Background: an optimization exercise with open tools, aiming at small area, a short achievable clock period and few clock cycles per item. Do not read the settings as production practice. Only simulation tests tie the RTL to the original design; equivalence was not proved. The clock cells of runs 1 to 7 come from the design's own scripts or RTL, not from TritonCTS. The clock port is modelled as an ideal driver, which makes a skipped or thinned clock tree look cheaper than it is; a real chip needs a root buffer or a tree. Power is estimated from default activity; no workload was simulated.

==> flow/design.v <==
module s_box (
    input [3:0] i_sb, output [3:0] o_sb
);
    assign o_sb[0] = (!i_sb[3]&!i_sb[2]&i_sb[1]) | (!i_sb[2]&i_sb[1]&i_sb[0]) 
    | (!i_sb[3]&i_sb[2]&!i_sb[1]) | (i_sb[2]&!i_sb[1]&i_sb[0]) | 
    (i_sb[3]&!i_sb[2]&!i_sb[1]&!i_sb[0]) | (i_sb[3]&i_sb[2]&i_sb[1]&!i_sb[0]);
    assign o_sb[1] = (!i_sb[3]&!i_sb[2]&!i_sb[0]) | (!i_sb[3]&!i_sb[1]&!i_sb[0]) | (i_sb[2]&i_sb[1]&i_sb[0]) 
| (i_sb[3]&!i_sb[2]&i_sb[0]) | (i_sb[3]&i_sb[2]&i_sb[1]);
    assign o_sb[2] = (!i_sb[3]&!i_sb[2]&!i_sb[1]) | (!i_sb[2]&!i_sb[1]&!i_sb[0]) | (!i_sb[3]&i_sb[2]&!i_sb[0]) 
| (i_sb[3]&i_sb[1]&i_sb[0]) | (i_sb[3]&i_sb[2]&i_sb[0]);
    assign o_sb[3] = (!i_sb[3]&!i_sb[2]&!i_sb[0]) | (!i_sb[3]&i_sb[1]&!i_sb[0]) | (!i_sb[3]&i_sb[2]&i_sb[0]) 
| (i_sb[3]&!i_sb[1]&!i_sb[0]) | (i_sb[3]&!i_sb[2]&i_sb[1]&i_sb[0]);
endmodule
module block_shuffle (
    input [15:0] i_bs, output [15:0] o_bs
);
    assign o_bs = {i_bs[7:4], i_bs[3:0], i_bs[15:12], i_bs[11:8]};
endmodule
module round_permutation #(
    parameter [5:0] shift = 5'b0000,
    parameter [7:0] data_length = 8'd16
)(
    input [data_length - 1:0] i_rp,  output [data_length - 1:0] o_rp
); 
assign o_rp = (i_rp << shift) | (i_rp >> (data_length - shift));
endmodule
module XOR_layer (
    input [63:0] i_xor, output [63:0] o_xor
);
    assign o_xor = {(i_xor[63:48]^i_xor[47:32]^i_xor[15:0]), (i_xor[47:32]^i_xor[15:0]),(i_xor[63:48]^i_xor[31:16]), (i_xor[63:48]^i_xor[31:16]^i_xor[15:0])};
endmodule
module permutation_layer (
    input [63:0] i_pl, output [63:0] o_pl
);
    wire [63:0] bs2rp;
    wire [63:0] rp2xor;
    genvar i;
    generate
        for (i = 0; i < 4; i = i +1 ) begin
            block_shuffle bs(.i_bs(i_pl[(16*i + 15):16*i]), .o_bs(bs2rp[(16*i + 15):16*i]));
        end
    endgenerate
            round_permutation #(.shift(1), .data_length(16)) rp0(.i_rp(bs2rp[(16*0 + 15):16*0]), .o_rp(rp2xor[15:0]));
            round_permutation #(.shift(4), .data_length(16)) rp1(.i_rp(bs2rp[(16*1 + 15):16*1]), .o_rp(rp2xor[(16 + 15):16*1]));
            round_permutation #(.shift(7), .data_length(16)) rp2(.i_rp(bs2rp[(16*2 + 15):16*2]), .o_rp(rp2xor[(16*2 + 15):16*2]));
            round_permutation #(.shift(9), .data_length(16)) rp3(.i_rp(bs2rp[(16*3 + 15):16*3]), .o_rp(rp2xor[(16*3 + 15):16*3]));
    XOR_layer xl(.i_xor(rp2xor), .o_xor(o_pl));
endmodule
module add_round_key (
    input [63:0] i_ark_msg, input [63:0] i_ark_key,
    output [63:0] o_ark_cipher
);
    wire [63:0] xor_msg_key;
    wire [63:0] sb2pl;
    assign xor_msg_key = i_ark_key ^ i_ark_msg;
    genvar j;
    generate    
    for(j=0; j < 16; j = j + 1) begin
            s_box sb(.i_sb(xor_msg_key[(4*j + 3):4*j]), .o_sb(sb2pl[(4*j + 3):4*j]));
        end
    endgenerate
    permutation_layer pl(.i_pl(sb2pl), .o_pl(o_ark_cipher));
endmodule
module key_scheduler (
    input clk, rst, input [4:0] round_counter, input [79:0] i_ks_oldkey, output [79:0] o_ks_newkey 
);
    wire [79:0] level_shift;
    wire [79:0] level_sbox;
    wire [4:0] xor_rc;
    round_permutation #(.shift(13), .data_length(80)) rp (.i_rp(i_ks_oldkey), .o_rp(level_shift));
    s_box sb(.i_sb(level_shift[3:0]), .o_sb(level_sbox[3:0]));
    assign level_sbox[79:4] = level_shift[79:4];
    assign xor_rc = level_sbox[63:59]^(round_counter -1);
    assign o_ks_newkey = {level_sbox[79:64], xor_rc, level_sbox[58:0]};
endmodule
module boron_enc (
    input  clk, rst, start, input [63:0] plain_text, input [79:0] master_key,
    output reg done, output [63:0] cipher_text
);
    reg        busy;
    reg [4:0]  rc;           
    reg [63:0] x;
    reg [79:0] k;
    wire [63:0] x_next;
    wire [79:0] k_next;
    boron_dp dp(.busy(busy), .rc(rc), .x(x), .k(k), .pt(plain_text), .mk(master_key),
                .x_next(x_next), .k_next(k_next));
    always @(posedge clk) begin
        x <= x_next;
        k <= k_next;
        rc <= busy ? rc + 5'd1 : 5'd0;
    end
    always @(posedge clk) begin
        if (!rst) begin
            busy <= 1'b0;
            done <= 1'b0;
        end else begin
            done <= busy && rc == 5'd24;
            if (!busy)
                busy <= start;
            else if (rc == 5'd24)
                busy <= 1'b0;
        end
    end
    assign cipher_text = x;
endmodule
module boron_dp (
    input busy, input [4:0] rc, input [63:0] x, input [79:0] k,
    input [63:0] pt, input [79:0] mk,
    output [63:0] x_next, output [79:0] k_next
);
    wire [63:0] sp;
    wire [79:0] k_upd;
    add_round_key ark(.i_ark_msg(x), .i_ark_key(64'd0), .o_ark_cipher(sp));
    key_scheduler ks(.clk(1'b0), .rst(1'b0), .round_counter(rc + 5'd1), .i_ks_oldkey(k), .o_ks_newkey(k_upd));
    assign k_next = busy ? k_upd : mk;
    assign x_next = (busy ? sp : pt) ^ k_next[63:0];
endmodule
==> flow/flow/run.sh <==
#!/bin/bash
# Standard layout with three changes:
#  - the design's boron_dp module (the round's next-state logic) is replaced by
#    the same function mapped by hand to cells (dp_mapped.v, from gen/mkdp.py);
#    the registers and the rest of the design go through the standard synthesis;
#  - smaller port buffers (ports.tcl);
#  - a clock tree with the same number of buffers to every register (cts.tcl).
set -euo pipefail
here=$(pwd)
python3 flow/subst.py design.v flow/dp_mapped.v > design_mapped.v 2> subst.log
args=("VERILOG_FILES=$here/design_mapped.v" "PRE_GLOBAL_PLACE_TCL=$here/flow/ports.tcl" "PRE_CTS_TCL=$here/flow/cts.tcl")
if [[ -f flow/extra.txt ]]; then while read -r l; do [[ -n "$l" ]] && args+=("$l"); done < flow/extra.txt; fi
bash standard.sh "${args[@]}" finish > standard.log 2>&1
==> flow/flow/cts.tcl <==
# Clock tree built here instead of by TritonCTS. The flip-flops are split into
# 2^LEAF_LEVELS groups of equal size (alternately by median x and median y);
# each group gets a leaf buffer (CTS_LEAF_CELL, clkbuf_16 by default) at its centre. With ROOT_LEVELS > 0
# the leaf buffers are themselves split the same way into 2^ROOT_LEVELS groups,
# each driven by a clkbuf_16 root buffer; the clock port drives the roots (or
# the leaves). Every register sees the same number of buffers from the port.
set ::cts_leaf_levels [expr {[info exists ::env(CTS_LEAF_LEVELS)] ? $::env(CTS_LEAF_LEVELS) : 2}]
set ::cts_root_levels [expr {[info exists ::env(CTS_ROOT_LEVELS)] ? $::env(CTS_ROOT_LEVELS) : 0}]
set ::cts_leaf_cell [expr {[info exists ::env(CTS_LEAF_CELL)] ? $::env(CTS_LEAF_CELL) : "sky130_fd_sc_hd__clkbuf_16"}]
rename clock_tree_synthesis std_clock_tree_synthesis
proc split_sinks {sinks axis levels} {
  if {$levels == 0} { return [list $sinks] }
  set sorted [lsort -integer -index $axis $sinks]
  set half [expr {[llength $sorted] / 2}]
  set out {}
  foreach part [list [lrange $sorted 0 [expr {$half - 1}]] [lrange $sorted $half end]] {
    lappend out {*}[split_sinks $part [expr {1 - $axis}] [expr {$levels - 1}]]
  }
  return $out
}
proc drive_group {block master net_in g name} {
  set sx 0; set sy 0
  foreach s $g { incr sx [lindex $s 0]; incr sy [lindex $s 1] }
  set cnt [llength $g]
  set x [expr {$sx / $cnt}]
  set y [expr {$sy / $cnt}]
  set net [odb::dbNet_create $block "clknet_$name"]
  $net setSigType CLOCK
  set buf [odb::dbInst_create $block $master "clkbuf_$name"]
  $buf setLocation $x $y
  $buf setPlacementStatus PLACED
  [$buf findITerm A] connect $net_in
  [$buf findITerm X] connect $net
  foreach s $g {
    set it [lindex $s 2]
    $it disconnect
    $it connect $net
  }
  puts "clock buffer $name: $cnt sinks"
  return [list $x $y [$buf findITerm A]]
}
proc clock_tree_synthesis {args} {
  set block [ord::get_db_block]
  set master [[ord::get_db] findMaster sky130_fd_sc_hd__clkbuf_16]
  set leaf_master [[ord::get_db] findMaster $::cts_leaf_cell]
  set clk_net [$block findNet clk]
  set sinks {}
  foreach it [$clk_net getITerms] {
    set loc [[$it getInst] getLocation]
    lappend sinks [list [lindex $loc 0] [lindex $loc 1] $it]
  }
  set leaves {}
  set n 0
  foreach g [split_sinks $sinks 0 $::cts_leaf_levels] {
    lappend leaves [drive_group $block $leaf_master $clk_net $g "leaf_$n"]
    incr n
  }
  if {$::cts_root_levels > 0} {
    set n 0
    foreach g [split_sinks $leaves 0 $::cts_root_levels] {
      drive_group $block $master $clk_net $g "root_$n"
      incr n
    }
  }
  set_propagated_clock [all_clocks]
}
==> flow/flow/extra.txt <==
CTS_LEAF_LEVELS=3
CTS_ROOT_LEVELS=1
CTS_LEAF_CELL=sky130_fd_sc_hd__clkbuf_8
==> flow/flow/ports.tcl <==
# Port buffers: buf_1 on the inputs, buf_2 on the outputs (which drive the
# output load), in place of the single buffer_ports call global placement makes.
rename buffer_ports std_buffer_ports
proc buffer_ports {args} {
  std_buffer_ports -inputs -buffer_cell sky130_fd_sc_hd__buf_1
  std_buffer_ports -outputs -buffer_cell sky130_fd_sc_hd__buf_2
}
==> flow/flow/subst.py <==
#!/usr/bin/env python3
"""subst.py DESIGN MAPPED: prints DESIGN with its boron_dp module replaced by the
cell-level modules in MAPPED (the same function, mapped by hand)."""
import re, sys
design = open(sys.argv[1]).read()
mapped = open(sys.argv[2]).read()
out, n = re.subn(r"(?ms)^\s*module\s+boron_dp\b.*?^\s*endmodule\b", "", design)
if n != 1:
    sys.exit("boron_dp not found exactly once in " + sys.argv[1])
sys.stdout.write(out + "\n" + mapped)
==> flow/standard.sh <==
#!/bin/bash
# synth_recipe.tcl (not shown) runs the flow's synth.tcl, then flattens the netlist and writes it again
# the make line also repeats each setting of config.mk as NAME=value (left out here)
make -C /OpenROAD-flow-scripts/flow DESIGN_CONFIG=/design/flow/config.mk WORK_HOME=/design/flow/orfs CLKGATE_MAP_FILE= SYNTH_SCRIPT=/design/flow/synth_recipe.tcl "${@:-finish}"
==> flow/config.mk <==
export PLATFORM = sky130hd
export DESIGN_NAME = boron_enc
export DESIGN_NICKNAME = boron_enc
export VERILOG_FILES = /design/flow/design.v
export SDC_FILE = /design/flow/constraint.sdc
export NUM_CORES = 4
export LEC_CHECK = 0
export CAP_MARGIN = 20
export CORE_MARGIN = 2
export CORE_UTILIZATION = 65
export SETUP_SLACK_MARGIN = 3.0
export SLEW_MARGIN = 20
==> flow/constraint.sdc <==
create_clock -name core_clock -period 5.0 [get_ports {clk}]
set_input_delay 1.0000 -clock core_clock [delete_from_list [all_inputs] [get_ports {clk}]]
set_output_delay 1.0000 -clock core_clock [all_outputs]
set_load 0.01 [all_outputs]
Not shown: flow/flow/dp_mapped.v
==> results.json, run 1 <==
{
  "min_from": "k[65]",
  "power-per-cell-area_mw_per_mm2": 813,
  "pwr-share-seq_pct": 27.7,
  "cts_hold_buf": 0,
  "switching_share_pct": 47.3,
  "place_congestion": 0.893,
  "pwr.group.clock_uw": 573,
  "status": "complete, no violations",
  "cp_num_cells": 1,
  "relSlewSlack_pct": 57.0,
  "seq_area_frac_synth_pct": 39.9,
  "wl_met2_um": 9950,
  "post-dp-hpwl_um": 16300,
  "start_util_pct": 66.3,
  "p_clk_share_pct": 7.9,
  "cp.arrival_ns": 0.97,
  "synth_edf_count": 0,
  "pg_seq_uw": 2000,
  "critPathSlowestCell": "dfxtp_1",
  "fillers": 818,
  "worstPathCellList": "buf_2",
  "tightestPinTransition_ns": 0.645,
  "placement.io_buffers": 211,
  "synth_top_area_share_pct": 39.9,
  "remaining_drc_errors": 0,
  "multi_input_area_mm2": 0.00452,
  "crit_type": "reg -> out",
  "regMostFlops": "k",
  "placementRows": 39,
  "grt_use_met2_pct": 54.7,
  "finalSetupViolCount": 0,
  "synthMuxAreaShare_pct": 20.6,
  "clock_skew_ns": 0.0183,
  "final_antenna_net_count": 0,
  "largestClassByArea": "multi-input combinational cells",
  "maxCapViolCount": 0,
  "fmax_mhz": 508,
  "ys_warn_count": 1,
  "met1_length_um": 8270,
  "regToRegSetupSlack_ns": 3.04,
  "drive_gt1_share_pct": 8.86,
  "post-route-min-period_ns": 1.97,
  "multi_input_area_share_pct": 50.9
}
Testbench counts, summed over its fixed seeds: cycles 9,992, items 384.
==> run 2: changes to the inputs <==
--- a/flow/config.mk
+++ b/flow/config.mk
@@ -10,3 +10,3 @@
 export CORE_UTILIZATION = 65
-export SETUP_SLACK_MARGIN = 3.0
+export SETUP_SLACK_MARGIN = 3.2
 export SLEW_MARGIN = 20
==> run 2 against run 1 <==
Effect of this change:
- sequential cell count stayed put
- clock power is 1% higher
- power is 22% higher
- setup slack better by 0.12 ns
- clock skew is 0.0034 ns lower
- die area stayed put
- maximum frequency is 6.3% higher
- global-route usage is 3.9 points higher
- critical path type is now reg -> reg
==> results.json, run 2 <==
{
  "wirelength_um": 24400,
  "tns_ns": 0,
  "pwr-share-seq_pct": 23.2,
  "ys_warn_count": 1,
  "hold_depth": 1,
  "min_from": "k[51]",
  "synth_nets": 918,
  "coreArea_mm2": 0.0114,
  "place_congestion": 0.873,
  "final_antenna_net_count": 0,
  "path_clk_slew_ns": 0.12,
  "cp.arrival_ns": 2.04,
  "whs_ns": 0.441,
  "regToRegSetupSlack_ns": 3.15,
  "layout_commonest_cell": "buf_1",
  "ys_top_cells_by_count": "dfxtp_1 (151), xnor2_1 (120), mux2_1 (80)",
  "antenna_found_initial": 0,
  "regMostFlops": "k",
  "cp-start-kind": "register",
  "grt_pass1_vias": 6942,
  "syn-cell-area_mm2": 0.00757,
  "placementRows": 39,
  "p_clk_share_pct": 6.6,
  "die_w_um": 112,
  "worstPathCellList": "buf_4 -> nor2b_1 -> nor3_1 -> a21oi_1 -> xnor2_1 -> xnor2_1 -> mux2i_1",
  "vias": 6972,
  "p_leak_uw": 0.00418,
  "finalSetupViolCount": 0,
  "fmax_mhz": 540,
  "crit_fanout": 4,
  "ys_types": 22,
  "layout_common_cells": "buf_1 (146), xnor2_1 (111), dfxtp_1 (85), mux2_1 (80), nor2_1 (67)",
  "ys_top_cells_by_area": "dfxtp_1 (40%), xnor2_1 (14%), mux2_1 (12%)",
  "area_growth_pct": 34.9,
  "tightestPinTransition_ns": 0.461,
  "synthArstFlopShare_pct": 0,
  "r2r_start": "x[9]",
  "status": "complete, no violations",
  "critPathSlowestCell": "dfxtp_2",
  "switching_share_pct": 45.8,
  "yosysTopAreaCell": "dfxtp_1",
  "power.internal_uw": 4760,
  "n_antenna_cell": 0,
  "final_nets": 1204,
  "synth_cells": 769,
  "grt_pass1_wl_um": 35300,
  "post-synth-top-count-cell": "dfxtp_1",
  "clock_skew_ns": 0.0149,
  "min_to": "k[64]",
  "vias_per_cell": 5.83,
  "r2r_end": "x[50]",
  "placed_area_mm2": 0.00865,
  "wire_per_inst_um": 20.4,
  "power-per-cell-area_mw_per_mm2": 861,
  "start_util_pct": 66.3,
  "grt_max_degree": 54,
  "drtIter0Drc": 649,
  "maxCapViolCount": 0,
  "combinationalPowerShare_pct": 70.2,
  "grt_overflow": 0,
  "placement.io_buffers": 211,
  "finalCritPeriodShare_pct": 37.1,
  "largest_reg_flops": 80,
  "post-route-min-period_ns": 1.85,
  "vdd_drop_max_v": 0.000721,
  "crit_type": "reg -> reg",
  "p_total_uw": 8790,
  "rsz0062_at_grt": "yes",
  "cpMostUsedCell": "xnor2_1",
  "hold_viol": 0,
  "ios": 212,
  "post-dp-hpwl_um": 16100,
  "synth_edf_count": 0,
  "grtUsageTotal_pct": 35.1,
  "clk-insertion-delay-late_ns": 0.32,
  "drive_gt1_share_pct": 25.5,
  "relSlewSlack_pct": 69.3,
  "r2r_cells": 7,
  "max_stage_delay_ns": 0.36,
  "remaining_drc_errors": 0,
  "worstHoldPathType": "reg -> reg",
  "top_regs": "k: 80 flops, x: 64 flops, rc: 5 flops",
  "dr.pass1.iters": 6,
  "synth_ff_type": "dfxtp_1",
  "synth_top_area_share_pct": 39.9,
  "dieArea_mm2": 0.0125,
  "seq_area_frac_synth_pct": 39.9,
  "maxSlewViolCount": 0,
  "die_h_um": 112,
  "required_ns": 5.19,
  "p_switching_uw": 4030,
  "syn-mean-instance-area_um2": 9.85,
  "ys_ff_latch": 151,
  "finalInstanceArea_mm2": 0.0102,
  "worstSetupEndpointType": "register",
  "fillers": 530
}
## run 2: cell counts after synthesis
No cell type changed its count.
## run 2: final cells by class
| class | instances | area (um2) | area share (%) |
|---|---|---|---|
| well taps | 143 | 179 | 1.75 |
| repair buffers | 274 | 1810 | 17.7 |
| plain buffers | 10 | 160 | 1.57 |
| inverters | 19 | 71.3 | 0.698 |
| multi-input cells | 599 | 4820 | 47.1 |
| flip-flops and latches | 151 | 3180 | 31.1 |
## run 2: repair_timing
| action | CTS | global route |
|---|---|---|
| resized for setup | 147 | 83 |
| setup endpoints to repair | 153 | 121 |
| pin swaps | 0 | 12 |
| gates cloned | 1 | 0 |
| buffers inserted | 53 | 8 |
| hold buffers | 0 | 0 |
## run 2: worst max path at each step
| stage | from | to | slack [ns] | depth (start not counted) |
|---|---|---|---|---|
| CTS | x[2] | x[42] | 3.18 | 7 |
| floorplan | busy | x[16] | 2.85 | 2 |
| global placement | busy | x[17] | 2.97 | 3 |
| finish | x[9] | x[50] | 3.15 | 7 |
| global route | x[50] | x[49] | 3.10 | 7 |
| detailed placement | busy | x[38] | 2.91 | 3 |
## run 2: per-layer routing
metal / vias to the layer above / GRT usage (%) / share of wire, %
met5: - / 0 / 0
met4: 0 / 12.0 / 4.4
met3: 86 / 4.63 / 8.0
met2: 418 / 63.6 / 50
met1: 3266 / 43.0 / 37
li1: 3202 / - / -
## run 2: power groups by stage
stage                     combinational [uW]  sequential (uW)  clock, uW
after global routing                    6550             2070        625
final                                   6170             2040        580
after detailed placement                4550             2000          0
after floorplan                         3160             2060          0
after CTS                               5330             1970        580
after global placement                  4410             1980          0
## run 2: worst max-delay path, delay by kind of cell (launching register included)
kind	cells	cell delay, ns
AO/OA/AOI/OAI	1	0.33
XOR/XNOR	2	0.46
buffers and inverters	1	0.13
flip-flops	1	0.36
multiplexers	1	0.13
AND/OR/NAND/NOR	2	0.32
## run 2: metrics by stage
stage | instances | util [%] | setup slack [ns]
floorplan | 769 | - | 2.85
global placement | 1124 | 75.8 | 2.97
detailed placement | 1124 | 75.8 | 2.91
CTS | 1188 | 85.1 | 3.18
global route | 1196 | 89.5 | 3.10
finish | 1196 | 89.5 | 3.15
## run 2: kinds of logic (layout without fill, tap and decap cells)
family	Yosys count	in the layout	synth area share (%)
xor+xnor	166	166	19.2
buf+inv	19	303	0.942
flops	151	151	39.9
compound gates	104	104	7.75
simple gates	181	181	11.3
mux	146	146	20.6
fa+ha+maj	2	2	0.330
==> run 3: changes to the inputs <==
--- a/flow/config.mk
+++ b/flow/config.mk
@@ -10,3 +10,3 @@
 export CORE_UTILIZATION = 65
-export SETUP_SLACK_MARGIN = 3.2
+export SETUP_SLACK_MARGIN = 3.07
 export SLEW_MARGIN = 20
==> run 3 against run 2 <==
Effect of this change:
- hold slack gained 0.0039 ns
- synthesized area is the same
- critical endpoint is now cipher_text[57]
- clock skew shrank 0.0012 ns
==> results.json, run 3 <==
{
  "status": "complete, no violations",
  "synthArstFlopShare_pct": 0,
  "synth_top_family_by_area": "multiplexers",
  "drtIter0Drc": 424,
  "synth_adder_area_share_pct": 0.330,
  "dr.pass1.iters": 5,
  "maxCapViolCount": 0,
  "placementRows": 39,
  "largest_reg_flops": 80,
  "die_h_um": 112,
  "worstPathCellList": "buf_2",
  "ys_ff_latch": 151,
  "die_w_um": 112,
  "placed_area_mm2": 0.00865,
  "drive_gt1_share_pct": 13.2,
  "tns_ns": 0,
  "final_antenna_net_count": 0,
  "synth_top_area_share_pct": 39.9,
  "coreArea_mm2": 0.0114,
  "wire_per_inst_um": 17.8,
  "dieArea_mm2": 0.0125,
  "placement.io_buffers": 211,
  "synth_compound_area_share_pct": 7.75,
  "synth_cells": 769,
  "relSlewSlack_pct": 62.7,
  "yosysTopAreaCell": "dfxtp_1",
  "post-dp-hpwl_um": 16200,
  "grt_overflow": 0,
  "remaining_drc_errors": 0,
  "ios": 212,
  "place_inst": 1126,
  "final_nets": 1146,
  "finalInstanceArea_mm2": 0.00898,
  "layout_commonest_cell": "buf_1",
  "grtUsageTotal_pct": 30.9,
  "power-per-cell-area_mw_per_mm2": 815,
  "vdd_drop_max_v": 0.000524,
  "syn-cell-area_mm2": 0.00757,
  "required_ns": 4.00,
  "whs_ns": 0.445,
  "cp-start-kind": "register",
  "rsz0062_at_grt": "yes",
  "layout_common_cells": "buf_1 (146), xnor2_1 (120), dfxtp_1 (115), mux2_1 (80), nor2_1 (68)",
  "synth_ff_type": "dfxtp_1",
  "tightestPinTransition_ns": 0.556,
  "maxSlewViolCount": 0,
  "crit_type": "reg -> out",
  "seq_area_frac_synth_pct": 39.9,
  "wirelength_um": 20300,
  "ys_warn_count": 1,
  "syn-mean-instance-area_um2": 9.85,
  "crit_fanout": 5,
  "max_stage_delay_ns": 0.43,
  "synth_xor_area_share_pct": 19.2,
  "post-synth-top-count-cell": "dfxtp_1",
  "top_regs": "k: 80 flops, x: 64 flops, rc: 5 flops",
  "cts_hold_buf": 0,
  "path_clk_slew_ns": 0.12,
  "start_util_pct": 66.3,
  "regMostFlops": "k",
  "p_leak_uw": 0.00363,
  "crit_buf_inv": 1,
  "vias_per_cell": 5.60,
  "area_growth_pct": 18.6,
  "finalCritPeriodShare_pct": 38.2,
  "cp.arrival_ns": 0.91,
  "synthMuxAreaShare_pct": 20.6,
  "ys_types": 22,
  "ys_top_cells_by_area": "dfxtp_1 (40%), xnor2_1 (14%), mux2_1 (12%)",
  "instances_no_fill": 1138,
  "critPathSlowestCell": "dfxtp_1",
  "clk-insertion-delay-late_ns": 0.32,
  "ys_top_cells_by_count": "dfxtp_1 (151), xnor2_1 (120), mux2_1 (80)",
  "p_total_uw": 7320,
  "clock_skew_ns": 0.0137,
  "synth_nets": 918,
  "fmax_mhz": 523,
  "n_antenna_cell": 0,
  "cp-startpoint": "x[57]",
  "vias": 6369,
  "r2r_start": "x[50]",
  "grt_max_degree": 38,
  "worstHoldPathType": "reg -> reg",
  "antenna_found_initial": 0,
  "grt_pass1_wl_um": 31100,
  "hold_viol": 0,
  "place_congestion": 0.896,
  "worstSetupEndpointType": "output pin",
  "min_from": "k[51]",
  "post-route-min-period_ns": 1.91,
  "synth-simple-area-share_pct": 11.3,
  "synth_edf_count": 0,
  "finalSetupViolCount": 0,
  "cp_top_family": "flip-flops",
  "grt_pass1_vias": 6228
}
run 3: cell types whose count changed in the layout (fill, tap and decap cells not counted), sizes merged:
| cell | previous run | this run |
|---|---|---|
| buf | 273 | 216 |
| bufbuf | 1 | 0 |
run 3: final timing paths:
path,to,slack [ns],depth (start not counted)
worst max-delay path,cipher_text[57],3.09,1
worst min-delay path,k[64],0.45,1
worst max register to register,x[20],3.13,7
worst min register to register,k[64],0.45,1
run 3: layer usage:
metal | vias to the layer above | part of all wire [%] | GRT usage, %
li1 | 3094 | - | -
met1 | 2944 | 41 | 40.8
met2 | 287 | 49 | 54.7
met3 | 44 | 7.4 | 3.21
met4 | 0 | 2.7 | 7.24
met5 | - | 0 | 0
run 3: area by class of cell:
| class | count | area (um2) |
|---|---|---|
| buffer | 10 | 160 |
| timing repair buffer | 216 | 935 |
| fill | 811 | 2440 |
| inverter | 19 | 71.3 |
| tap | 143 | 179 |
| multi-input combinational | 599 | 4570 |
| sequential | 151 | 3070 |
run 3: what timing repair did:
item / CTS / global route
setup endpoints to repair: 77 / 60
gates cloned: 0 / 0
gates resized for setup: 8 / 45
setup buffers: 1 / 1
pin swaps: 0 / 2
run 3: cells by family (layout without fill, tap and decap cells):
family | after synthesis | count (layout)
AND/OR/NAND/NOR | 181 | 181
XOR/XNOR | 166 | 166
flip-flops | 151 | 151
multiplexers | 146 | 146
AO/OA/AOI/OAI | 104 | 104
buffers and inverters | 19 | 245
adder cells (fa/ha/maj) | 2 | 2
run 3: metrics by stage:
stage | utilization (%) | worst slack, ns
floorplan | - | 2.85
global placement | 75.8 | 2.92
detailed placement | 75.8 | 2.87
CTS | 77.4 | 3.07
global route | 78.7 | 3.05
finish | 78.7 | 3.09
run 3: report_power, final:
part           switching (uW)  leakage [uW]  internal, uW
clock                     348     0.0000822           219
combinational            2670       0.00227          2040
sequential                414       0.00127          1620
total                    3430       0.00363          3880
==> run 4: changes to the inputs <==
--- a/flow/config.mk
+++ b/flow/config.mk
@@ -10,3 +10,3 @@
 export CORE_UTILIZATION = 65
-export SETUP_SLACK_MARGIN = 3.07
+export SETUP_SLACK_MARGIN = 3.1
 export SLEW_MARGIN = 20
==> run 4 against run 3 <==
Effect of this change:
- routed wire length is 0.51% higher
- power grew 1.2%
- final area increased by 0.74%
- still clean on timing, DRC and antenna
- clock power about the same
- register-to-register slack improved by 0.04 ns
- combinational power rose by 1%
- clock skew fell by 0.00097 ns
- die area is the same
- synthesized area is the same
- sequential share of layout area rose by 0.14 points
- critical endpoint unchanged
- via count grew 0.63%
- first-iteration DRC count is 9.4% higher
==> results.json, run 4 <==
{
  "status": "complete, no violations",
  "wirelength_um": 20400,
  "seq_area_frac_synth_pct": 39.9,
  "vias_per_cell": 5.63,
  "fmax_mhz": 525,
  "layout_commonest_cell": "buf_1",
  "placement.io_buffers": 211,
  "die_w_um": 112,
  "dieArea_mm2": 0.0125,
  "crit_type": "reg -> out",
  "cp_top_family": "flip-flops",
  "post-synth-top-count-cell": "dfxtp_1",
  "critPathSlowestCell": "dfxtp_1",
  "tns_ns": 0,
  "final_antenna_net_count": 0,
  "p_leak_uw": 0.00364,
  "synth_nets": 918,
  "yosysTopAreaCell": "dfxtp_1",
  "worstPathCellList": "buf_2",
  "ys_ff_latch": 151,
  "grt_pass1_wl_um": 31000,
  "grt_pass1_vias": 6232,
  "grt_overflow": 0,
  "worstSetupEndpointType": "output pin",
  "placed_area_mm2": 0.00865,
  "tightestPinTransition_ns": 0.587,
  "top_regs": "k: 80 flops, x: 64 flops, rc: 5 flops",
  "antenna_found_initial": 0,
  "ios": 212,
  "grt_max_degree": 38,
  "rsz0062_at_grt": "yes",
  "p_total_uw": 7400,
  "syn-cell-area_mm2": 0.00757,
  "ys_warn_count": 1,
  "drtIter0Drc": 464,
  "synth_edf_count": 0,
  "post-route-min-period_ns": 1.90,
  "place_congestion": 0.896,
  "layout_common_cells": "buf_1 (146), xnor2_1 (118), dfxtp_1 (101), mux2_1 (80), nor2_1 (68)",
  "crit_buf_inv": 1,
  "finalInstanceArea_mm2": 0.00905,
  "start_util_pct": 66.3,
  "regMostFlops": "k",
  "n_antenna_cell": 0,
  "ys_top_cells_by_count": "dfxtp_1 (151), xnor2_1 (120), mux2_1 (80)",
  "whs_ns": 0.447,
  "syn-mean-instance-area_um2": 9.85,
  "hold_viol": 0,
  "die_h_um": 112,
  "power-per-cell-area_mw_per_mm2": 818,
  "wire_per_inst_um": 17.9,
  "post-dp-hpwl_um": 16200,
  "worstHoldPathType": "reg -> reg",
  "cp-start-kind": "register",
  "clock_skew_ns": 0.0127,
  "vias": 6409,
  "ys_top_cells_by_area": "dfxtp_1 (40%), xnor2_1 (14%), mux2_1 (12%)",
  "finalSetupViolCount": 0,
  "finalCritPeriodShare_pct": 38.1,
  "maxCapViolCount": 0,
  "synth_top_area_share_pct": 39.9,
  "grtUsageTotal_pct": 30.8,
  "final_nets": 1146,
  "maxSlewViolCount": 0,
  "instances_no_fill": 1138,
  "ys_types": 22,
  "place_inst": 1126,
  "cp.arrival_ns": 0.90,
  "clk-insertion-delay-late_ns": 0.32,
  "area_growth_pct": 19.5,
  "synth_ff_type": "dfxtp_1",
  "required_ns": 4.00,
  "cts_hold_buf": 0,
  "coreArea_mm2": 0.0114,
  "drive_gt1_share_pct": 15.2,
  "dr.pass1.iters": 5,
  "max_stage_delay_ns": 0.43,
  "relSlewSlack_pct": 60.8,
  "synth_cells": 769,
  "synthArstFlopShare_pct": 0,
  "placementRows": 39,
  "path_clk_slew_ns": 0.11,
  "vdd_drop_max_v": 0.000554,
  "largest_reg_flops": 80,
  "remaining_drc_errors": 0,
  "crit_fanout": 5
}
==> run 4: what timing repair did <==
item | in CTS | in global routing
pin swaps | 0 | 2
setup buffers | 1 | 1
resized for setup | 31 | 49
endpoints found under the setup margin | 107 | 63
==> run 4: worst paths after layout <==
path               from         endpoint  slack [ns]  cells after the start
setup / recovery  x[57]  cipher_text[57]        3.10                      1
setup reg to reg  x[56]            x[28]        3.17                      6
hold / removal    k[51]            k[64]        0.45                      1
hold reg to reg   k[51]            k[64]        0.45                      1
==> run 4: area by class of cell <==
cell class,count,area (um2)
timing repair buffer,216,935
fill,797,2370
tap,143,179
sequential,151,3110
buffer,10,160
multi-input combinational,599,4600
inverter,19,71.3
==> run 4: logic make-up (layout without fill, tap and decap cells) <==
logic type,Yosys count,in the layout,synth area share (%)
simple gates,181,181,11.3
xor+xnor,166,166,19.2
flops,151,151,39.9
mux,146,146,20.6
compound gates,104,104,7.75
buf+inv,19,245,0.942
fa+ha+maj,2,2,0.330
==> run 4: stage by stage <==
stage / worst slack (ns) / utilization [%]
finish: 3.10 / 79.2
global route: 3.07 / 79.2
CTS: 3.09 / 77.7
detailed placement: 2.87 / 75.8
global placement: 2.92 / 75.8
floorplan: 2.85 / -
==> run 4: report_power, final <==
| part | switching (uW) | leakage, uW | internal [uW] |
|---|---|---|---|
| sequential | 413 | 0.00128 | 1650 |
| clock | 347 | 0.0000822 | 219 |
| combinational | 2700 | 0.00229 | 2080 |
| total | 3460 | 0.00364 | 3940 |
==> run 4: routing by layer <==
layer / vias to the layer above / wire length [um] / part of all wire (%) / GRT usage, %
met3: 45 / 1420 / 7.0 / 3.21
met4: 0 / 569 / 2.8 / 7.72
li1: 3088 / - / - / -
met5: - / 0 / 0 / 0
met1: 3009 / 8340 / 41 / 40.5
met2: 267 / 10000 / 49 / 54.5
==> run 5: changes to the inputs <==
==> flow/flow/extra.txt (replaced) <==
CTS_LEAF_LEVELS=3
CTS_ROOT_LEVELS=2
CTS_LEAF_CELL=sky130_fd_sc_hd__clkbuf_8
==> run 5 against run 4 <==
Effect of this change:
- clock power grew 11%
- setup slack improved by 0.021 ns
- maximum frequency up 1.1%
- critical endpoint is now cipher_text[49]
- sequential share of layout area decreased by 0.45 points
- clock skew about the same
- global-route usage is 0.13 points higher
- critical path depth stayed put
==> results.json, run 5 <==
{
  "crit_buf_inv": 1,
  "remaining_drc_errors": 0,
  "ios": 212,
  "r2r_start": "x[49]",
  "fmax_mhz": 531,
  "regToRegSetupSlack_ns": 3.17,
  "finalCritPeriodShare_pct": 37.7,
  "top_regs": "k: 80 flops, x: 64 flops, rc: 5 flops",
  "synth_top_area_share_pct": 39.9,
  "drive_gt1_share_pct": 14.9,
  "layout_commonest_cell": "buf_1",
  "switching_share_pct": 46.4,
  "crit_type": "reg -> out",
  "cp_top_family": "flip-flops",
  "grt_pass1_wl_um": 31100,
  "crit_end": "cipher_text[49]",
  "vias": 6367,
  "final_antenna_net_count": 0,
  "maxSlewViolCount": 0,
  "path_clk_slew_ns": 0.12,
  "coreArea_mm2": 0.0114,
  "cp_num_cells": 1,
  "p_leak_uw": 0.00367,
  "syn-mean-instance-area_um2": 9.85,
  "placement.io_buffers": 211,
  "synthArstFlopShare_pct": 0,
  "instances_no_fill": 1140,
  "grt_pass1_vias": 6244,
  "rsz0062_at_grt": "yes",
  "grt_max_degree": 38,
  "dieArea_mm2": 0.0125,
  "grt_overflow": 0,
  "synth_ff_type": "dfxtp_1",
  "maxCapViolCount": 0,
  "power-per-cell-area_mw_per_mm2": 821,
  "clock_skew_ns": 0.0129,
  "ys_top_cells_by_count": "dfxtp_1 (151), xnor2_1 (120), mux2_1 (80)",
  "wirelength_um": 20400,
  "max_stage_delay_ns": 0.43,
  "r2r_end": "x[2]",
  "finalSetupViolCount": 0,
  "start_util_pct": 66.3,
  "r2r_cells": 6,
  "layout_common_cells": "buf_1 (146), xnor2_1 (118), dfxtp_1 (109), mux2_1 (80), nor2_1 (68)",
  "cts_hold_buf": 0,
  "post-synth-top-count-cell": "dfxtp_1",
  "worstPathCellList": "buf_2",
  "relSlewSlack_pct": 67.2,
  "pwr-share-seq_pct": 27.3,
  "worstHoldPathType": "reg -> reg",
  "vdd_drop_max_v": 0.000554,
  "setup_ws_ns": 3.12,
  "regMostFlops": "k",
  "synth_edf_count": 0,
  "ys_top_cells_by_area": "dfxtp_1 (40%), xnor2_1 (14%), mux2_1 (12%)",
  "syn-cell-area_mm2": 0.00757,
  "cp-startpoint": "x[49]",
  "post-dp-hpwl_um": 16200,
  "required_ns": 4.00,
  "status": "complete, no violations",
  "cp-start-kind": "register",
  "tightestPinTransition_ns": 0.492,
  "largest_reg_flops": 80,
  "grtUsageTotal_pct": 30.9,
  "cp.arrival_ns": 0.88,
  "critPathSlowestCell": "dfxtp_1",
  "post-route-min-period_ns": 1.88,
  "place_inst": 1126,
  "yosysTopAreaCell": "dfxtp_1",
  "seq_area_frac_synth_pct": 39.9,
  "synth_cells": 769,
  "hold_viol": 0,
  "antenna_found_initial": 0,
  "ys_ff_latch": 151,
  "multi_input_area_mm2": 0.00462,
  "post-place-ws_ns": 2.87,
  "n_antenna_cell": 0,
  "drtIter0Drc": 453,
  "combinationalPowerShare_pct": 64.2,
  "crit_fanout": 5,
  "final_nets": 1148,
  "seq_area_mm2": 0.00308,
  "area_growth_pct": 20.1,
  "tns_ns": 0,
  "power.internal_uw": 4000,
  "die_h_um": 112,
  "ys_warn_count": 1,
  "fillers": 795,
  "p_switching_uw": 3460,
  "ys_types": 22,
  "vias_per_cell": 5.59,
  "die_w_um": 112,
  "synth_nets": 918,
  "placementRows": 39,
  "whs_ns": 0.446,
  "clk-insertion-delay-late_ns": 0.29,
  "p_clk_share_pct": 8.4,
  "place_congestion": 0.896,
  "wire_per_inst_um": 17.9,
  "dr.pass1.iters": 5,
  "worstSetupEndpointType": "output pin"
}
run 5: how the worst min path moves through the flow:
stage,slack [ns],end,cells past startpoint,startpoint
2_1_floorplan,0.42,k[64],1,k[51]
3_3_place_gp,0.42,k[65],1,k[52]
3_5_place_dp,0.43,k[68],1,k[55]
4_1_cts,0.45,k[64],1,k[51]
5_1_grt,0.46,k[64],1,k[51]
6_report,0.45,k[64],1,k[51]
run 5: cell type report:
| cell class | instances | area share [%] |
|---|---|---|
| repair buffers | 216 | 10.3 |
| multi-input cells | 599 | 50.8 |
| flip-flops and latches | 151 | 33.9 |
| inverters | 19 | 0.784 |
| plain buffers | 12 | 2.31 |
| well taps | 143 | 1.97 |
run 5: cell families (layout without fill, tap and decap cells):
family                   count (synthesis)  after routing  synth area share, %
adder cells (fa/ha/maj)                  2              2                0.330
buffers and inverters                   19            247                0.942
AO/OA/AOI/OAI                          104            104                 7.75
multiplexers                           146            146                 20.6
AND/OR/NAND/NOR                        181            181                 11.3
XOR/XNOR                               166            166                 19.2
flip-flops                             151            151                 39.9
run 5: timing repair:
item,4_1_cts,5_1_grt
setup buffers,1,1
setup endpoints to repair,91,69
pin swaps,0,2
gates resized for setup,13,57
run 5: metrics by stage:
stage	cell area, um2	total power (uW)	util [%]
after detailed placement	8650	6500	75.8
after global routing	9090	7930	79.6
after CTS	8900	7170	78.0
final	9090	7470	79.6
after global placement	8650	6330	75.8
after floorplan	7580	5220	-
run 5: power groups by stage:
| stage | clock network [uW] | logic (uW) | registers (uW) |
|---|---|---|---|
| after global placement | 0 | 4340 | 1990 |
| after floorplan | 0 | 3160 | 2060 |
| after CTS | 636 | 4540 | 1990 |
| after global routing | 687 | 5160 | 2080 |
| after detailed placement | 0 | 4490 | 2010 |
| final | 628 | 4800 | 2040 |
run 5: metal layers:
layer | vias up | part of all wire, % | track usage (%)
met3 | 38 | 7.0 | 3.38
met2 | 268 | 49 | 55.0
met5 | - | 0 | 0
met4 | 0 | 2.4 | 7.24
met1 | 2960 | 42 | 40.6
li1 | 3101 | - | -
==> run 6: changes to the inputs <==
--- a/flow/config.mk
+++ b/flow/config.mk
@@ -10,3 +10,3 @@
 export CORE_UTILIZATION = 65
-export SETUP_SLACK_MARGIN = 3.1
+export SETUP_SLACK_MARGIN = 3.05
 export SLEW_MARGIN = 20
==> run 6 against run 5 <==
Effect of this change:
- critical endpoint is now cipher_text[12]
- sequential share of layout area is 0.073 points lower
- via count is 0.33% higher
- register-to-register slack worse by 0.09 ns
- final area is 1.0% lower
- clock power hardly changed
- die area stayed put
- synthesized cell count stayed put
- still clean
- power is 1.9% lower
==> results.json, run 6 <==
{
  "post-synth-top-count-cell": "dfxtp_1",
  "die_h_um": 112,
  "remaining_drc_errors": 0,
  "ys_top_cells_by_count": "dfxtp_1 (151), xnor2_1 (120), mux2_1 (80)",
  "required_ns": 4.00,
  "synthArstFlopShare_pct": 0,
  "regMostFlops": "k",
  "cp.arrival_ns": 0.93,
  "top_regs": "k: 80 flops, x: 64 flops, rc: 5 flops",
  "synth_xor_area_share_pct": 19.2,
  "ys_ff_latch": 151,
  "seq_area_frac_synth_pct": 39.9,
  "hold_depth": 1,
  "ys_top_cells_by_area": "dfxtp_1 (40%), xnor2_1 (14%), mux2_1 (12%)",
  "synth_nets": 918,
  "fmax_mhz": 518,
  "ys_warn_count": 1,
  "dr.pass1.iters": 5,
  "finalSetupViolCount": 0,
  "path_clk_slew_ns": 0.12,
  "synth_top_area_share_pct": 39.9,
  "max_stage_delay_ns": 0.47,
  "layout_common_cells": "buf_1 (146), dfxtp_1 (138), xnor2_1 (120), mux2_1 (80), nor2_1 (68)",
  "vias": 6388,
  "drive_gt1_share_pct": 10.9,
  "grt_overflow": 0,
  "fillers": 810,
  "dieArea_mm2": 0.0125,
  "hold_viol": 0,
  "ios": 212,
  "largest_reg_flops": 80,
  "n_antenna_cell": 0,
  "vias_per_cell": 5.61,
  "layout_commonest_cell": "buf_1",
  "worstPathCellList": "buf_2",
  "tightestPinTransition_ns": 0.532,
  "cp_top_family": "flip-flops",
  "worstHoldPathType": "reg -> reg",
  "die_w_um": 112,
  "r2r_cells": 6,
  "finalCritPeriodShare_pct": 38.6,
  "min_to": "k[64]",
  "wirelength_um": 20300,
  "synth-simple-area-share_pct": 11.3,
  "setup_ws_ns": 3.07,
  "synth_ff_type": "dfxtp_1",
  "ys_types": 22,
  "drtIter0Drc": 464,
  "synth_adder_area_share_pct": 0.330,
  "clk-insertion-delay-late_ns": 0.29,
  "synth_top_family_by_area": "multiplexers",
  "grtUsageTotal_pct": 30.9,
  "wire_per_inst_um": 17.8,
  "maxCapViolCount": 0,
  "regToRegSetupSlack_ns": 3.08,
  "antenna_found_initial": 0,
  "vdd_drop_max_v": 0.000524,
  "r2r_start": "x[12]",
  "maxSlewViolCount": 0,
  "placement.io_buffers": 211,
  "min_from": "k[51]",
  "grt_pass1_wl_um": 31100,
  "power-per-cell-area_mw_per_mm2": 814,
  "post-dp-hpwl_um": 16200,
  "yosysTopAreaCell": "dfxtp_1",
  "post-place-ws_ns": 2.87,
  "clock_skew_ns": 0.0137,
  "p_leak_uw": 0.00365,
  "crit_type": "reg -> out",
  "synth_edf_count": 0,
  "cp-start-kind": "register",
  "final_antenna_net_count": 0,
  "place_congestion": 0.896,
  "tns_ns": 0,
  "crit_fanout": 6,
  "crit_buf_inv": 1,
  "synth_cells": 769,
  "critPathSlowestCell": "dfxtp_1",
  "relSlewSlack_pct": 64.3,
  "worstSetupEndpointType": "output pin",
  "synthMuxAreaShare_pct": 20.6,
  "status": "complete, no violations",
  "area_growth_pct": 18.8,
  "final_nets": 1147,
  "grt_pass1_vias": 6249,
  "grt_max_degree": 38,
  "r2r_end": "x[39]",
  "syn-mean-instance-area_um2": 9.85,
  "placementRows": 39,
  "syn-cell-area_mm2": 0.00757,
  "rsz0062_at_grt": "yes",
  "start_util_pct": 66.3,
  "post-route-min-period_ns": 1.93,
  "synth_compound_area_share_pct": 7.75,
  "coreArea_mm2": 0.0114
}
[run 6: cell count changes in the layout (fill, tap and decap cells not counted), sizes merged]
cell,change
buf,-1
[run 6: layout make-up]
type / count / area (um2) / area share [%]
timing repair buffer: 215 / 927 / 10.3
inverter: 19 / 71.3 / 0.793
tap: 143 / 179 / 1.99
buffer: 12 / 210 / 2.34
sequential: 151 / 3040 / 33.8
multi-input combinational: 599 / 4570 / 50.8
[run 6: metal layers]
layer | up-vias | global-route usage [%] | wire length [um]
met5 | - | 0 | 0
met4 | 0 | 7.15 | 518
met3 | 40 | 3.54 | 1300
met2 | 267 | 54.9 | 9910
met1 | 2985 | 40.6 | 8570
li1 | 3096 | - | -
[run 6: timing repair]
action                     4_1_cts  5_1_grt
setup endpoints to repair       66       43
gates resized for setup          1       29
hold buffers                     0        0
setup buffers                    1        0
[run 6: worst max path at each step]
| stage | end | cells past startpoint | slack (ns) | from |
|---|---|---|---|---|
| after floorplan | x[16] | 2 | 2.85 | busy |
| after global placement | x[38] | 3 | 2.92 | busy |
| after detailed placement | x[38] | 3 | 2.87 | busy |
| after CTS | cipher_text[32] | 1 | 3.05 | x[32] |
| after global routing | x[17] | 6 | 3.04 | x[49] |
| final | cipher_text[12] | 1 | 3.07 | x[12] |
[run 6: kinds of logic (layout without fill, tap and decap cells)]
logic type,after synthesis,after routing
AOI/OAI and AO/OA,104,104
xor gates and xnor gates,166,166
adders and majority gates,2,2
buffers and inverters,19,246
DFF,151,151
muxes,146,146
and+or+nand+nor,181,181
[run 6: through the flow]
stage	hold slack (ns)	instances	total power (uW)	instance area, um2	util, %
finish	0.449	1139	7320	9000	78.8
global placement	0.419	1126	6330	8650	75.8
global route	0.462	1139	7790	9000	78.8
CTS	0.448	1139	7150	8880	77.8
detailed placement	0.427	1126	6500	8650	75.8
floorplan	0.417	769	5220	7580	-
[run 6: power by group]
part / switching (uW) / internal [uW] / leakage, uW
registers: 414 / 1600 / 0.00127
clock network: 339 / 287 / 0.000107
logic: 2660 / 2030 / 0.00227
total: 3410 / 3910 / 0.00365
==> run 7: changes to the inputs <==
--- a/flow/config.mk
+++ b/flow/config.mk
@@ -10,3 +10,3 @@
 export CORE_UTILIZATION = 65
-export SETUP_SLACK_MARGIN = 3.05
+export SETUP_SLACK_MARGIN = 3.15
 export SLEW_MARGIN = 20
==> run 7 against run 6 <==
Effect of this change:
- sequential cell count did not move
- setup slack improved by 0.092 ns
- critical path type unchanged
- sequential power is 3% higher
- combinational power is 5.1% higher
- sequential share of layout area rose by 0.29 points
- highest routed layer unchanged
- largest power group unchanged
- synthesized area is the same
- final cell count up 0.44%
- hold slack improved by 0.0056 ns
- maximum frequency up 5.0%
- still clean
==> results.json, run 7 <==
{
  "n_antenna_cell": 0,
  "final_nets": 1152,
  "post-dp-hpwl_um": 16200,
  "finalCritPeriodShare_pct": 36.8,
  "worstPathCellList": "buf_2",
  "instances_no_fill": 1144,
  "clk-insertion-delay-late_ns": 0.29,
  "ys_types": 22,
  "utilization_pct": 80.9,
  "grt_max_degree": 58,
  "wirelength_um": 21600,
  "start_util_pct": 66.3,
  "fmax_mhz": 543,
  "cts_hold_buf": 0,
  "worstSetupEndpointType": "output pin",
  "max_stage_delay_ns": 0.39,
  "vdd_drop_max_v": 0.000547,
  "final_antenna_net_count": 0,
  "drive_gt1_share_pct": 16.8,
  "synth_ff_type": "dfxtp_1",
  "relSlewSlack_pct": 68.6,
  "seq_area_frac_synth_pct": 39.9,
  "synth_top_area_share_pct": 39.9,
  "remaining_drc_errors": 0,
  "die_w_um": 112,
  "r2r_start": "x[0]",
  "tightestPinTransition_ns": 0.468,
  "place_inst": 1125,
  "p_leak_uw": 0.00372,
  "required_ns": 4.00,
  "synth_nets": 918,
  "status": "complete, no violations",
  "post-synth-top-count-cell": "dfxtp_1",
  "layout_common_cells": "buf_1 (146), xnor2_1 (118), dfxtp_1 (96), mux2_1 (80), nor2_1 (68)",
  "ys_top_cells_by_area": "dfxtp_1 (40%), xnor2_1 (14%), mux2_1 (12%)",
  "maxCapViolCount": 0,
  "syn-cell-area_mm2": 0.00757,
  "place_congestion": 0.885,
  "grt_pass1_wl_um": 32700,
  "vias": 6527,
  "antenna_found_initial": 0,
  "synth_edf_count": 0,
  "grtUsageTotal_pct": 32.4,
  "crit_buf_inv": 1,
  "worstHoldPathType": "reg -> reg",
  "placement.io_buffers": 211,
  "post-route-min-period_ns": 1.84,
  "ys_top_cells_by_count": "dfxtp_1 (151), xnor2_1 (120), mux2_1 (80)",
  "min_from": "k[65]",
  "placed_area_mm2": 0.00866,
  "tns_ns": 0,
  "dieArea_mm2": 0.0125,
  "finalInstanceArea_mm2": 0.00924,
  "top_regs": "k: 80 flops, x: 64 flops, rc: 5 flops",
  "synthArstFlopShare_pct": 0,
  "regMostFlops": "k",
  "ios": 212,
  "cp-startpoint": "x[8]",
  "cp_top_family": "flip-flops",
  "coreArea_mm2": 0.0114,
  "cp.arrival_ns": 0.84,
  "ys_ff_latch": 151,
  "die_h_um": 112,
  "area_growth_pct": 22.0,
  "power-per-cell-area_mw_per_mm2": 825,
  "yosysTopAreaCell": "dfxtp_1",
  "cp-start-kind": "register",
  "vias_per_cell": 5.71,
  "layout_commonest_cell": "buf_1",
  "hold_viol": 0,
  "synth_cells": 769,
  "finalSetupViolCount": 0,
  "grt_pass1_vias": 6427,
  "largest_reg_flops": 80,
  "crit_type": "reg -> out",
  "critPathSlowestCell": "dfxtp_2",
  "syn-mean-instance-area_um2": 9.85,
  "p_total_uw": 7620,
  "wire_per_inst_um": 18.8,
  "crit_fanout": 6,
  "dr.pass1.iters": 7,
  "rsz0062_at_grt": "yes",
  "drtIter0Drc": 535,
  "clock_skew_ns": 0.0176,
  "grt_overflow": 0,
  "placementRows": 39,
  "ys_warn_count": 1,
  "path_clk_slew_ns": 0.12,
  "maxSlewViolCount": 0
}
[run 7: cell counts after synthesis]
No cell type changed its count.
[run 7: path summary, 6_finish.rpt]
path | to | slack [ns] | cells past startpoint
worst max-delay path | cipher_text[8] | 3.16 | 1
worst min-delay path | k[78] | 0.45 | 1
worst max register to register | x[43] | 3.17 | 8
worst min register to register | k[78] | 0.45 | 1
[run 7: layer usage]
| layer | track usage, % | share of wire [%] |
|---|---|---|
| met1 | 39.2 | 39 |
| met2 | 61.9 | 51 |
| met3 | 4.63 | 7.3 |
| met4 | 5.37 | 2.7 |
| met5 | 0 | 0 |
[run 7: report_power, final]
group / switching [uW] / total, uW / internal, uW
combinational: 2800 / 4920 / 2120
sequential: 398 / 2070 / 1680
clock: 342 / 628 / 287
total: 3540 / 7620 / 4080
[run 7: per-stage QoR]
stage          setup WS [ns]  hold WS [ns]
6_report                3.16         0.454
5_1_grt                 3.04         0.475
4_1_cts                 3.15         0.457
3_5_place_dp            2.80         0.424
3_3_place_gp            2.86         0.418
2_1_floorplan           2.85         0.417
[run 7: logic make-up after synthesis]
logic type | after synthesis | share of synthesized area (%)
simple gates | 181 | 11.3
xor+xnor | 166 | 19.2
compound gates | 104 | 7.75
fa+ha+maj | 2 | 0.330
buf+inv | 19 | 0.942
mux | 146 | 20.6
flops | 151 | 39.9
[run 7: area by class of cell]
| class | count | area [um2] |
|---|---|---|
| Multi-Input combinational cell | 599 | 4630 |
| Sequential cell | 151 | 3150 |
| Fill cell | 761 | 2180 |
| Timing Repair Buffer | 220 | 1000 |
| Buffer | 12 | 210 |
| Tap cell | 143 | 179 |
| Inverter | 19 | 71.3 |
[run 7: repair_timing]
action	in CTS	in global routing
endpoints found under the setup margin	125	74
hold endpoints to repair	0	0
setup buffers	3	4
gates resized for setup	53	55
pin swaps	0	1
==> run 8: changes to the inputs <==
==> flow/flow/extra.txt (replaced) <==
CTS_LEAF_LEVELS=2
CTS_ROOT_LEVELS=0
CTS_LEAF_CELL=sky130_fd_sc_hd__clkbuf_16
--- a/flow/config.mk
+++ b/flow/config.mk
@@ -9,4 +9,4 @@
 export CORE_MARGIN = 2
-export CORE_UTILIZATION = 65
-export SETUP_SLACK_MARGIN = 3.15
+export CORE_UTILIZATION = 82
+export SETUP_SLACK_MARGIN = 3.1
 export SLEW_MARGIN = 20
==> run 8 against run 7 <==
Effect of this change:
- the run now fails in 5_1_grt
- synthesized area did not move
- synthesized cell count did not move
==> results.json, run 8 <==
{
  "yosysTopAreaCell": "dfxtp_1",
  "error": "[ERROR GRT-0116] Global routing finished with congestion. Check the congestion regions in the DRC Viewer.",
  "placement.io_buffers": 211,
  "synthMuxAreaShare_pct": 20.6,
  "synth-simple-area-share_pct": 11.3,
  "ys_top_cells_by_count": "dfxtp_1 (151), xnor2_1 (120), mux2_1 (80)",
  "grt_overflow": 84,
  "synth_top_area_share_pct": 39.9,
  "status": "did not finish",
  "cts_hold_buf": 0,
  "grt_pass1_vias": 9757,
  "synth_edf_count": 0,
  "ios": 212,
  "ys_top_cells_by_area": "dfxtp_1 (40%), xnor2_1 (14%), mux2_1 (12%)",
  "grt_pass1_wl_um": 58900,
  "synth_xor_area_share_pct": 19.2,
  "place_inst": 1092,
  "die_h_um": 100,
  "post-synth-top-count-cell": "dfxtp_1",
  "start_util_pct": 83.1,
  "syn-cell-area_mm2": 0.00757,
  "synth_ff_type": "dfxtp_1",
  "die_w_um": 100,
  "grt_max_degree": 87,
  "ys_ff_latch": 151,
  "ys_types": 22,
  "placementRows": 35,
  "synth_top_family_by_area": "multiplexers",
  "grtUsageTotal_pct": 78.1,
  "syn-mean-instance-area_um2": 9.85,
  "synthArstFlopShare_pct": 0,
  "ys_warn_count": 1,
  "seq_area_frac_synth_pct": 39.9,
  "synth_nets": 918,
  "post-dp-hpwl_um": 19800,
  "place_congestion": 0.957,
  "synth_cells": 769,
  "synth_adder_area_share_pct": 0.330,
  "haltStage": "5_1_grt",
  "synth_compound_area_share_pct": 7.75
}
==> run 8: cell counts after synthesis <==
No cell type changed its count.
==> run 8: layer usage <==
metal | GRT overflow | GRT usage, %
met1 | 1 | 73.8
met2 | 42 | 98.1
met3 | 0 | 60.0
met4 | 40 | 89.5
met5 | 1 | 8.21
==> run 8: timing repair <==
action / CTS
gates cloned: 0
buffers inserted: 2
resized for setup: 14
pin swaps: 2
endpoints found under the setup margin: 95
==> run 8: per-stage QoR <==
step	setup slack, ns	instance area, um2
CTS	3.05	8840
detailed placement	2.75	8610
floorplan	2.85	7580
global placement	2.84	8610
==> run 8: kinds of logic after synthesis <==
family | count (synthesis)
and+or+nand+nor | 181
DFF | 151
adders and majority gates | 2
AOI/OAI and AO/OA | 104
muxes | 146
buffers and inverters | 19
xor gates and xnor gates | 166
==> run 8: worst max-delay path by stage <==
stage / end / depth (start not counted)
3_5_place_dp: x[25] / 3
2_1_floorplan: x[16] / 2
3_3_place_gp: x[47] / 3
4_1_cts: x[30] / 6
==> run 8: power groups by stage <==
stage               clock network, uW  logic [uW]  registers [uW]
CTS                               448        5030            2010
detailed placement                  0        4680            2030
global placement                    0        4290            1970
floorplan                           0        3160            2060

[re-timing with driven ports]
No port has a modelled driver above. Below, the same layouts with a new extraction and two added sets of constraints.
Step 1 assumes that a clkbuf_16 drives the clock port and a buf_2 every other input.
Step 2 times the ports against the registers' clock, not the clock port: input delays grow and output delays shrink by t, the midpoint of the rising clock arrivals with the driver on.
Slacks: ideal / step 1 / step 2; pairs: ideal / step 1.
run | t (ns) | setup WS [ns] | hold WS [ns]
run 1 | 0.365 | 3.031 / 2.974 / 3.037 | 0.456 / 0.456 / 0.456
run 2 | 0.372 | 3.147 / 3.119 / 3.147 | 0.441 / 0.441 / 0.441
run 3 | 0.368 | 3.089 / 3.031 / 3.127 | 0.445 / 0.445 / 0.445
run 4 | 0.367 | 3.095 / 3.038 / 3.169 | 0.447 / 0.447 / 0.447
run 5 | 0.373 | 3.116 / 3.028 / 3.168 | 0.446 / 0.446 / 0.446
run 6 | 0.373 | 3.068 / 2.980 / 3.083 | 0.449 / 0.449 / 0.449
run 7 | 0.370 | 3.159 / 3.074 / 3.166 | 0.454 / 0.454 / 0.454
After both steps setup and hold are still met in every run listed.
